Background: an optimization exercise with open tools, aiming at small area and a short achievable clock period. Do not read the settings as production practice.
Where RTL was checked, it was by simulation tests only, not by an equivalence proof against the original.
The RTL of run 2 was laid out without a check of its function.
No activity file was given, so power comes from the tool's default toggle rates.

==> flow/flow/run.sh <==
#!/bin/bash
set -euo pipefail
export BUFFER_PORTS_ARGS="-buffer_cell sky130_fd_sc_hd__buf_1"
bash standard.sh > standard_flow.log 2>&1
==> flow/standard.sh <==
#!/bin/bash
# synth_recipe.tcl (not shown) runs the flow's synth.tcl, then flattens the netlist and writes it again
# the make line also repeats each setting of config.mk as NAME=value (left out here)
make -C /OpenROAD-flow-scripts/flow DESIGN_CONFIG=/design/flow/config.mk WORK_HOME=/design/flow/orfs CLKGATE_MAP_FILE= SYNTH_SCRIPT=/design/flow/synth_recipe.tcl "${@:-finish}"
==> flow/config.mk <==
export PLATFORM = sky130hd
export DESIGN_NAME = IExecute
export DESIGN_NICKNAME = IExecute
export VERILOG_FILES = /design/flow/design.v
export SDC_FILE = /design/flow/constraint.sdc
export NUM_CORES = 4
export LEC_CHECK = 0
export ABC_AREA = 1
export CAP_MARGIN = 20
export CORE_MARGIN = 2
export CORE_UTILIZATION = 40
export SETUP_SLACK_MARGIN = 2.5
export SLEW_MARGIN = 20
==> flow/constraint.sdc <==
create_clock -name core_clock -period 6.0 [get_ports {clk}]
set_input_delay 1.2000 -clock core_clock [delete_from_list [all_inputs] [get_ports {clk}]]
set_output_delay 1.2000 -clock core_clock [all_outputs]
set_load 0.01 [all_outputs]
==> flow/design.v <==
`timescale 1ns / 1ps
module IExecute(
    input clk,
    input rst,
    input EXEBufEn,
    input [31:0] ALUopr1,
    input [31:0] ALUopr2,
    input [7:0] ALUOp,
    input sgn,
    input isJump,
    input [3:0] branch_type,
    input [31:0] PC_curr,
    input [31:0] Store_src,
    input pc_ins_type,
    output EXEHold,
    output reg [31:0] branch_resolution_address,
    output reg misprediction,
    output reg isJump_reg,
    output reg [31:0] EXE_Result
);
    parameter ALU_PREFIX = 0;    
    parameter PC_PREFIX  = 0;
    wire [31:0] A = ALUopr1;
    wire [31:0] B = ALUopr2;
    wire sub = ALUOp[1];
    assign EXEHold = 1'b0;
    function [31:0] prefix;
        input [31:0] g_in;
        input [31:0] p_in;
        input integer kind;
        reg [31:0] G, P, Gn, Pn;
        integer l, i, j, d;
        begin
            G = g_in; P = p_in;
            if (kind == 0) begin
                for (l = 0; l < 5; l = l + 1) begin
                    Gn = G; Pn = P;
                    for (i = 0; i < 32; i = i + 1)
                        if ((i >> l) & 1) begin
                            j = ((i >> l) << l) - 1;
                            Gn[i] = G[i] | (P[i] & G[j]);
                            Pn[i] = P[i] & P[j];
                        end
                    G = Gn; P = Pn;
                end
            end else if (kind == 2) begin
                for (l = 0; l < 5; l = l + 1) begin
                    Gn = G; Pn = P;
                    for (i = 0; i < 32; i = i + 1)
                        if (i >= (1 << l)) begin
                            j = i - (1 << l);
                            Gn[i] = G[i] | (P[i] & G[j]);
                            Pn[i] = P[i] & P[j];
                        end
                    G = Gn; P = Pn;
                end
            end else begin
                for (l = 0; l < 5; l = l + 1) begin
                    d = 1 << l;
                    Gn = G; Pn = P;
                    for (i = 0; i < 32; i = i + 1)
                        if (((i + 1) % (2 * d)) == 0) begin
                            j = i - d;
                            Gn[i] = G[i] | (P[i] & G[j]);
                            Pn[i] = P[i] & P[j];
                        end
                    G = Gn; P = Pn;
                end
                for (l = 3; l >= 0; l = l - 1) begin
                    d = 1 << l;
                    Gn = G; Pn = P;
                    for (i = 0; i < 32; i = i + 1)
                        if ((((i + 1) % (2 * d)) == d) && (i >= 2 * d)) begin
                            j = i - d;
                            Gn[i] = G[i] | (P[i] & G[j]);
                            Pn[i] = P[i] & P[j];
                        end
                    G = Gn; P = Pn;
                end
            end
            prefix = G;
        end
    endfunction
    wire [31:0] x  = A ^ B;              
    wire [31:0] ap = x ^ {32{sub}};      
    wire [31:0] ag = A & (B ^ {32{sub}});
    wire [31:0] ag0 = {ag[31:1], ag[0] | (ap[0] & sub)};
    wire [31:0] ac = prefix(ag0, ap, ALU_PREFIX);    
    wire [31:0] sum = ap ^ {ac[30:0], sub};
    wire lt = x[31] ? B[31] : (sub ^ ac[30]);
    wire neq = |x;
    wire mis_w = ((branch_type[0] & neq) | (branch_type[1] & lt)) ^ branch_type[2];
    wire [31:0] pp = PC_curr ^ B;
    wire [31:0] pg = PC_curr & B;
    wire [31:0] pc_c = prefix(pg, pp, PC_PREFIX);
    wire [31:0] bra = pp ^ {pc_c[30:0], 1'b0};
    wire right = ALUOp[6];
    wire fill = sgn & right;
    wire [31:0] Arev;
    genvar k;
    generate
        for (k = 0; k < 32; k = k + 1) begin : g_rev
            assign Arev[k] = A[31 - k];
        end
    endgenerate
    wire [31:0] s0 = right ? A : Arev;
    wire [31:0] s1 = B[0] ? {fill, s0[31:1]} : s0;
    wire [31:0] s2 = B[1] ? {{2{fill}}, s1[31:2]} : s1;
    wire [31:0] s3 = B[2] ? {{4{fill}}, s2[31:4]} : s2;
    wire [31:0] s4 = B[3] ? {{8{fill}}, s3[31:8]} : s3;
    wire [31:0] s5 = B[4] ? {{16{fill}}, s4[31:16]} : s4;
    wire [31:0] s5rev;
    generate
        for (k = 0; k < 32; k = k + 1) begin : g_rev2
            assign s5rev[k] = s5[31 - k];
        end
    endgenerate
    wire hi_zero = ~|ALUOp[6:2];
    wire sel_add = ~ALUOp[7] & hi_zero & ALUOp[0];
    wire sel_lt  =  ALUOp[7] & hi_zero & ALUOp[0];
    wire sel_and = ALUOp[6:0] == 7'b0000100;
    wire sel_or  = ALUOp[6:0] == 7'b0001000;
    wire sel_xor = ALUOp[6:0] == 7'b0010000;
    wire sel_sll = ALUOp[6:0] == 7'b0100000;
    wire sel_sr  = ALUOp[6:0] == 7'b1000000;
    wire any_sel = sel_add | sel_lt | sel_and | sel_or | sel_xor | sel_sll | sel_sr;
    wire load = EXEBufEn & ~branch_type[3] & any_sel;
    wire k_and = sel_and | sel_or;
    wire k_xor = sel_xor | sel_or;
    wire [31:0] logic_r = ({32{k_and}} & A & B) | ({32{k_xor}} & x);
    wire [31:0] res = ({32{sel_add}} & sum)
                    | {31'b0, sel_lt & lt}
                    | logic_r
                    | ({32{sel_sll}} & s5rev)
                    | ({32{sel_sr}} & s5);
    always @(posedge clk or negedge rst) begin
        if (rst == 1'b0) begin
            misprediction <= 1'b0;
            branch_resolution_address <= 32'b0;
            isJump_reg <= 1'b0;
        end else begin
            misprediction <= mis_w;
            branch_resolution_address <= bra;
            isJump_reg <= isJump;
        end
    end
    always @(posedge clk or negedge rst) begin
        if (rst == 1'b0)
            EXE_Result <= 32'b0;
        else if (load)
            EXE_Result <= res;
    end
endmodule
==> flow_summary.toml, run 1 <==
[placement]
pre_cts_ws_ps = 1230
gp_congestion = 1.039
io_buffers = 178
dpl_cell_area_sq_um = 9966
dp_hpwl_microns = 28790

[critical_path]
cp_max_fo = 30
crit_type = "in -> reg"
cp-start-kind = "primary input"
cp_slowest_cell = "a211oi_1"
crit_cells = 13
crit_required_ps = 6230
reg2regPathDepth = 3
cp-endpoint = "EXE_Result[18]$_DFFE_PN0P_"
critical_path.startpoint = "ALUOp[3]"
critPathBufInv = 4
critical_path.max_stage_delay_ps = 430
crit_chain = "buf_1 > nor2_1 > nand2_1 > nor3_2 > buf_4 > inv_2 > nand3_1 > nand3_1 > buf_8 > a211oi_1 > nand2_1 > nor2_1 > a21oi_1"
timing.rr.end = "EXE_Result[5]$_DFFE_PN0P_"
worstPathArrival_ps = 3600
end_kind = "register"
rrSetupSlack_ps = 5140
r2r_start = "EXE_Result[5]$_DFFE_PN0P_"
crit_family = "simple AND/OR/NAND/NOR gates"

[power_and_ir_drop]
p_comb_share_pct = 43.9
power_density_nw_per_um2 = 201.0
netSwitchingFraction_pct = 43.76
p_seq_share_pct = 28.5
p_clk_share_pct = 27.7
p_int_mw = 1.213
vdd_drop_max_v = 0.0001051
p_leak_nw = 5.138
total_power_mw = 2.157
p_sw_mw = 0.9437

[run_status]
outcome = "finished clean"

[finish]
reg_top3 = "EXE_Result: 32 flops, branch_resolution_address: 32 flops"
drive_gt1_share_pct = 9.386
n_fill_cell = 2453
final_nets = 1875
fin_area_sq_um = 10730
syn_to_final_growth_pct = 16.96

[drt]
wl_per_cell_microns = 18.68
dr.pass1.iters = 6
wirelength_microns = 36990
drt-initial-drc-count = 1326
ant_nets = 0
via_per_inst = 5.555
vias = 11000
drc = 0

[hold_path]
min_path_cells = 2
hold_class = "reg -> reg"

[cts]
clockBufferDepth = 2
root_buffer = "clkbuf_16"
clk_pin_slew_ps = 70
numCtsBuffers = 9
cts_tree = "built"
clkSinkCount = 66
insertion_delay_ps = 360
cts-htree-levels = 3

[synth]
synth_top_area_share_pct = 18.00
synth_cells = 1540
yosys_register_bits = 66
synth_edf_count = 0
async_flop_share_pct = 100.0
synth_area_per_cell_sq_um = 5.958
ys.flop_type = "dfrtp_1"
synth.distinct_cells = 56
yosys-top-cells-area = "dfrtp_1, nand2_1, nand3_1"
syn-cell-area_sq_um = 9175
synth_top_area_cell = "dfrtp_1"
synth_commonest_cells = "nand2_1, nand3_1, nor2_1, inv_1, o21ai_0"
ys_warn_count = 1
yosysSeqAreaShare_pct = 18.00
synth_fp_nets = 1726
yosysMostFrequentCell = "nand2_1"

[floorplan]
fp.dieW_microns = 155.5
die-area_sq_um = 24160
die_h_microns = 155.5
num_io_pins = 213
rows = 55
core_region_area_sq_um = 22570
initial_utilization_pct = 40.65

[global_route]
grt_pass1_wl_microns = 56060
grt_usage_pct = 30.10
grt-ovfl-total = 0
grt.met3_usage_pct = 4.708
grt_use_met1_pct = 43.15
grt_pass1_vias = 9923
antenna_found_initial = 2
grt_busiest_layer = "met2"
grtUsageMet2_pct = 45.17
grt_max_degree = 67

[timing]
finalSetupTns_ps = 0
clock.fmax_mhz = 296.2
hold_violations = 0
fin_crit_sh_pct = 56.26
maxSlewHeadroom_pct = 37.15
period_needed_ps = 3376
tightest_slew_ps = 942.7
setup_ws_ps = 2624
setup_viol = 0
finClkSkew_ps = 0
rsz0062_at_grt = "yes"
slew_viol_final = 0
hold-worst-slack_ps = 491.7

[job]
maxCapViolCount = 0
==> worst min-delay path: cells and delay by family (launching register included) <==
kind | cells | cell delay (ps)
flip-flops | 1 | 350
AO/OA/AOI/OAI | 1 | 70
buffers and inverters | 1 | 40
==> power by group through the flow <==
stage	registers, mW	clock network [mW]	logic (mW)
floorplan	0.677	0	0.543
global placement	0.620	0	0.883
detailed placement	0.623	0	0.894
CTS	0.616	0.598	0.912
global route	0.628	0.616	1.06
finish	0.614	0.597	0.946
==> area by class of cell <==
| cell class | count | area [sq um] | share of cell area, % |
|---|---|---|---|
| multi-input cells | 1247 | 6749 | 62.89 |
| flip-flops and latches | 66 | 1652 | 15.39 |
| repair buffers | 208 | 1044 | 9.724 |
| inverters | 157 | 625.6 | 5.830 |
| well taps | 285 | 356.6 | 3.323 |
| clock buffers | 9 | 225.2 | 2.099 |
| clock inverters | 7 | 77.57 | 0.7229 |
| diodes | 1 | 2.502 | 0.02332 |
==> cell usage in the layout, fill, tap and decap left out, types with 8 or more instances in the layout <==
cell type / netlist / final
xor2_1: 45 / 44
clkbuf_16: 0 / 10
o211ai_1: 53 / 53
nand4_1: 9 / 9
inv_1: 145 / 140
ha_1: 35 / 33
or2_2: 26 / 25
o22ai_1: 9 / 9
dfrtp_1: 66 / 66
buf_4: 8 / 20
nand2_2: 10 / 18
nor3_1: 22 / 18
buf_1: 13 / 170
nand2_1: 433 / 421
inv_2: 10 / 8
nor2_1: 146 / 146
xnor2_1: 19 / 19
mux2i_1: 10 / 10
nand3_1: 173 / 173
a21oi_1: 90 / 85
a21oi_2: 4 / 9
o21ai_0: 96 / 93
==> cells by family (layout without fill, tap and decap cells) <==
kind of cell | Yosys count | after routing | synth area share (%)
mux | 10 | 10 | 1.091
simple gates | 844 | 844 | 39.41
compound gates | 286 | 286 | 18.46
other cells | 1 | 2 | 0.04087
fa+ha+maj | 40 | 40 | 5.864
buf+inv | 227 | 381 | 10.66
xor+xnor | 66 | 66 | 6.464
flops | 66 | 66 | 18.00
==> metrics by stage <==
| stage | cells | util, % |
|---|---|---|
| CTS | 1968 | 46.31 |
| floorplan | 1540 | - |
| detailed placement | 1946 | 44.15 |
| global placement | 1946 | 44.15 |
| global route | 1979 | 47.53 |
| finish | 1980 | 47.54 |
==> metal layers <==
layer,vias up,routed length [microns]
met5,-,0
met4,0,1588
met3,80,3797
met2,582,15610
met1,4942,15990
li1,5395,-
==> what timing repair did <==
item,CTS,global route
hold buffers,0,0
gates cloned,1,3
setup endpoints to repair,57,40
setup buffers,5,8
resized for setup,34,51
pin swaps,2,10
==> how the worst min path moves through the flow <==
stage                                     startpoint                    endpoint  slack (ps)
after detailed placement  EXE_Result[17]$_DFFE_PN0P_  EXE_Result[17]$_DFFE_PN0P_         470
after global placement     EXE_Result[8]$_DFFE_PN0P_   EXE_Result[8]$_DFFE_PN0P_         480
after CTS                 EXE_Result[17]$_DFFE_PN0P_  EXE_Result[17]$_DFFE_PN0P_         490
after floorplan           EXE_Result[17]$_DFFE_PN0P_  EXE_Result[17]$_DFFE_PN0P_         520
final                     EXE_Result[17]$_DFFE_PN0P_  EXE_Result[17]$_DFFE_PN0P_         490
after global routing       EXE_Result[8]$_DFFE_PN0P_   EXE_Result[8]$_DFFE_PN0P_         520
==> inputs of run 2 (changes only) <==
--- a/flow/design.v
+++ b/flow/design.v
@@ -19,7 +19,7 @@
     output reg [31:0] EXE_Result
 );
     parameter ALU_PREFIX = 0;    
-    parameter PC_PREFIX  = 0;
+    parameter PC_PREFIX  = 1;
     wire [31:0] A = ALUopr1;
     wire [31:0] B = ALUopr2;
     wire sub = ALUOp[1];
==> flow/run.sh (new file) <==
#!/bin/bash
# synth_recipe.tcl (not shown) runs the flow's synth.tcl, then flattens the netlist and writes it again
# the make line also repeats each setting of config.mk as NAME=value (left out here)
make -C /OpenROAD-flow-scripts/flow DESIGN_CONFIG=/design/flow/config.mk WORK_HOME=/design/flow/orfs CLKGATE_MAP_FILE= SYNTH_SCRIPT=/design/flow/synth_recipe.tcl finish
--- a/flow/config.mk
+++ b/flow/config.mk
@@ -5,9 +5,7 @@
 export SDC_FILE = /design/flow/constraint.sdc
 export NUM_CORES = 4
 export LEC_CHECK = 0
-export ABC_AREA = 1
 export CAP_MARGIN = 20
 export CORE_MARGIN = 2
 export CORE_UTILIZATION = 40
-export SETUP_SLACK_MARGIN = 2.5
 export SLEW_MARGIN = 20
removed: flow/flow/run.sh
removed: flow/standard.sh
==> flow_summary.toml, run 2 <==
[timing]
rsz0062_at_grt = "no"
fin_crit_sh_pct = 87.96
finalSetupTns_ps = 0
setup_viol = 0
hold-worst-slack_ps = 494.9
clock.fmax_mhz = 189.5
slew_viol_final = 0
maxSlewHeadroom_pct = 37.65
tightest_slew_ps = 935.3
hold_violations = 0
finClkSkew_ps = 0
period_needed_ps = 5278

[floorplan]
num_io_pins = 213
initial_utilization_pct = 41.00
rows = 57
die_h_microns = 162.3
core_region_area_sq_um = 24460
die-area_sq_um = 26360
fp.dieW_microns = 162.3

[synth]
synth_top_area_share_pct = 16.47
yosysMostFrequentCell = "a21oi_1"
yosysSeqAreaShare_pct = 16.47
synth_commonest_cells = "a21oi_1, nor2_1, nand2_1, clkbuf_1, o21ai_0"
ys.flop_type = "dfrtp_1"
synth_edf_count = 0
yosys_register_bits = 66
ys_warn_count = 1
yosys-top-cells-area = "dfrtp_1, mux4_2, a21oi_1"
synth_top_area_cell = "dfrtp_1"
synth_fp_nets = 1517
synth_area_per_cell_sq_um = 7.592
synth_cells = 1321
synth.distinct_cells = 91
syn-cell-area_sq_um = 10030
async_flop_share_pct = 100.0

[placement]
io_buffers = 178
gp_congestion = 0.9640
dp_cells = 1719
dp_hpwl_microns = 26930

[power_and_ir_drop]
total_power_mw = 2.465
power_density_nw_per_um2 = 201.5
vdd_drop_max_v = 0.0001065
p_leak_nw = 4.735

[cts]
root_buffer = "clkbuf_16"
cts_tree = "built"
insertion_delay_ps = 360
ctsResizeCount = 0
cts-htree-levels = 3
clockBufferDepth = 2
clk_pin_slew_ps = 70
numCtsBuffers = 9
holdBufCountCts = 0
clkSinkCount = 66
postCtsSetupBuffers = 0

[drt]
wirelength_microns = 35980
drc = 0
wl_per_cell_microns = 20.74
dr.pass1.iters = 5
via_per_inst = 6.101
vias = 10590
ant_nets = 0
drt-initial-drc-count = 864

[finish]
final_nets = 1602
final_common_cell = "clkdlybuf4s50_1"
final_cell_mix = "clkdlybuf4s50_1, a21oi_1, nor2_1, nand2_1, o21ai_0"
drive_gt1_share_pct = 8.717
syn_to_final_growth_pct = 21.98
n_fill_cell = 2425
diodes = 0
reg_top3 = "EXE_Result: 32 flops, branch_resolution_address: 32 flops"
finalNonFillerCells = 1735

[global_route]
grt_usage_pct = 27.42
grt_pass1_vias = 9923
grt_use_met1_pct = 38.46
grt_max_degree = 88
grt_busiest_layer = "met2"
grt_pass1_wl_microns = 56630
antenna_found_initial = 0
grt.met3_usage_pct = 4.482
grtUsageMet2_pct = 44.22
grt-ovfl-total = 0

[job]
maxCapViolCount = 0

[critical_path]
cpMostUsedCell = "a21o_1"
cp-start-kind = "primary input"
worstPathArrival_ps = 5520
critical_path.max_stage_delay_ps = 420
cp_slowest_cell = "clkdlybuf4s50_1"
crit_required_ps = 6240
crit_type = "in -> reg"
end_kind = "register"
cp_max_fo = 4
crit_chain = "clkdlybuf4s50_1 > ha_1 > fa_1 > a21o_1 > a21o_1 > a31oi_1 > o21ai_0 > a21o_1 > a21o_1 > a211oi_1 > buf_4 > o2bb2ai_1 > o22a_1 > a21oi_1 > a31o_2 > fa_1 > xnor2_1"

[hold_path]
hold_class = "reg -> reg"

[run_status]
outcome = "finished clean"
[run 2: cell type report]
cell class                 instances  area, sq um  area share (%)
sequential                        66         1652           13.50
timing repair buffer             203         1964           16.06
tap                              324        405.4           3.314
clock inverter                     5        85.08          0.6954
multi-input combinational       1065         7646           62.50
clock buffer                      11        252.7           2.066
inverter                          61        229.0           1.872
[run 2: report_power, final]
part	internal (mW)	switching, mW
Combinational	0.588	0.629
Sequential	0.560	0.0556
Clock	0.390	0.242
[run 2: critical path, delay by kind of cell]
family                   cells  cell delay, ps
adder cells (fa/ha/maj)      3             960
AO/OA/AOI/OAI               11            2610
buffers and inverters        2             610
XOR/XNOR                     1             130
[run 2: path summary, 6_finish.rpt]
kind                                             from                                       to  slack [ps]  cells after the start
max reg2reg                EXE_Result[21]$_DFFE_PN0P_               EXE_Result[21]$_DFFE_PN0P_        5180                      2
min in group asynchronous                         rst  branch_resolution_address[16]$_DFF_PN0_         980                      1
min reg2reg                 EXE_Result[4]$_DFFE_PN0P_                EXE_Result[4]$_DFFE_PN0P_         490                      2
min                         EXE_Result[4]$_DFFE_PN0P_                EXE_Result[4]$_DFFE_PN0P_         490                      2
max in group asynchronous                         rst                EXE_Result[4]$_DFFE_PN0P_        4400                      1
max                                        PC_curr[0]  branch_resolution_address[31]$_DFF_PN0_         720                     17
[run 2: metrics by stage]
stage	setup slack, ps	instance area (sq um)	util, %
3_5_place_dp	276.8	11900	48.63
3_3_place_gp	253.3	11900	48.63
4_1_cts	630.9	12230	50.01
5_1_grt	481.1	12230	50.01
6_report	722.4	12230	50.01
2_1_floorplan	6.988	10030	-
[run 2: kinds of logic (layout without fill, tap and decap cells)]
family / after synthesis / count (layout) / synth area share (%)
AO/OA/AOI/OAI: 435 / 435 / 28.47
XOR/XNOR: 98 / 98 / 8.633
adder cells (fa/ha/maj): 62 / 62 / 8.645
buffers and inverters: 190 / 280 / 7.435
flip-flops: 66 / 66 / 16.47
multiplexers: 83 / 83 / 12.24
other: 1 / 1 / 0.03739
AND/OR/NAND/NOR: 386 / 386 / 18.08
[run 2: routing by layer]
metal	part of all wire, %	up-vias	routed length, microns
met5	0	-	0
met4	1.8	0	663
met3	8.1	39	2917
met2	46	468	16570
met1	44	5090	15830
li1	-	4989	-

port drivers added, routing unchanged:
The flow's constraints put no driver on any port. The routed layouts listed below were extracted and timed again, unchanged, in two steps.
Step 1 sets driving cells, clkbuf_16 on the clock port and buf_2 on the other inputs (assumed; they add their load-dependent delay and slew).
Step 2 moves the port delays by t, midway between the first and last clock arrival at a register: inputs arrive t later, outputs are due t later. That takes back most of the time a late clock gives input paths.
Slacks: ideal / step 1 / step 2; pairs: ideal / step 1.
run | t, ns | setup slack, ns | clock arrival spread, ns
run 1 | 0.400 | 2.624 / 2.647 / 2.247 | 0.024 / 0.024
run 2 | 0.403 | 0.722 / 0.747 / 0.344 | 0.015 / 0.016
After both steps setup and hold are still met in every run listed. The setup slack of run 2, which loses most, moves by +0.025 ns with the drivers and by -0.378 ns with both steps.
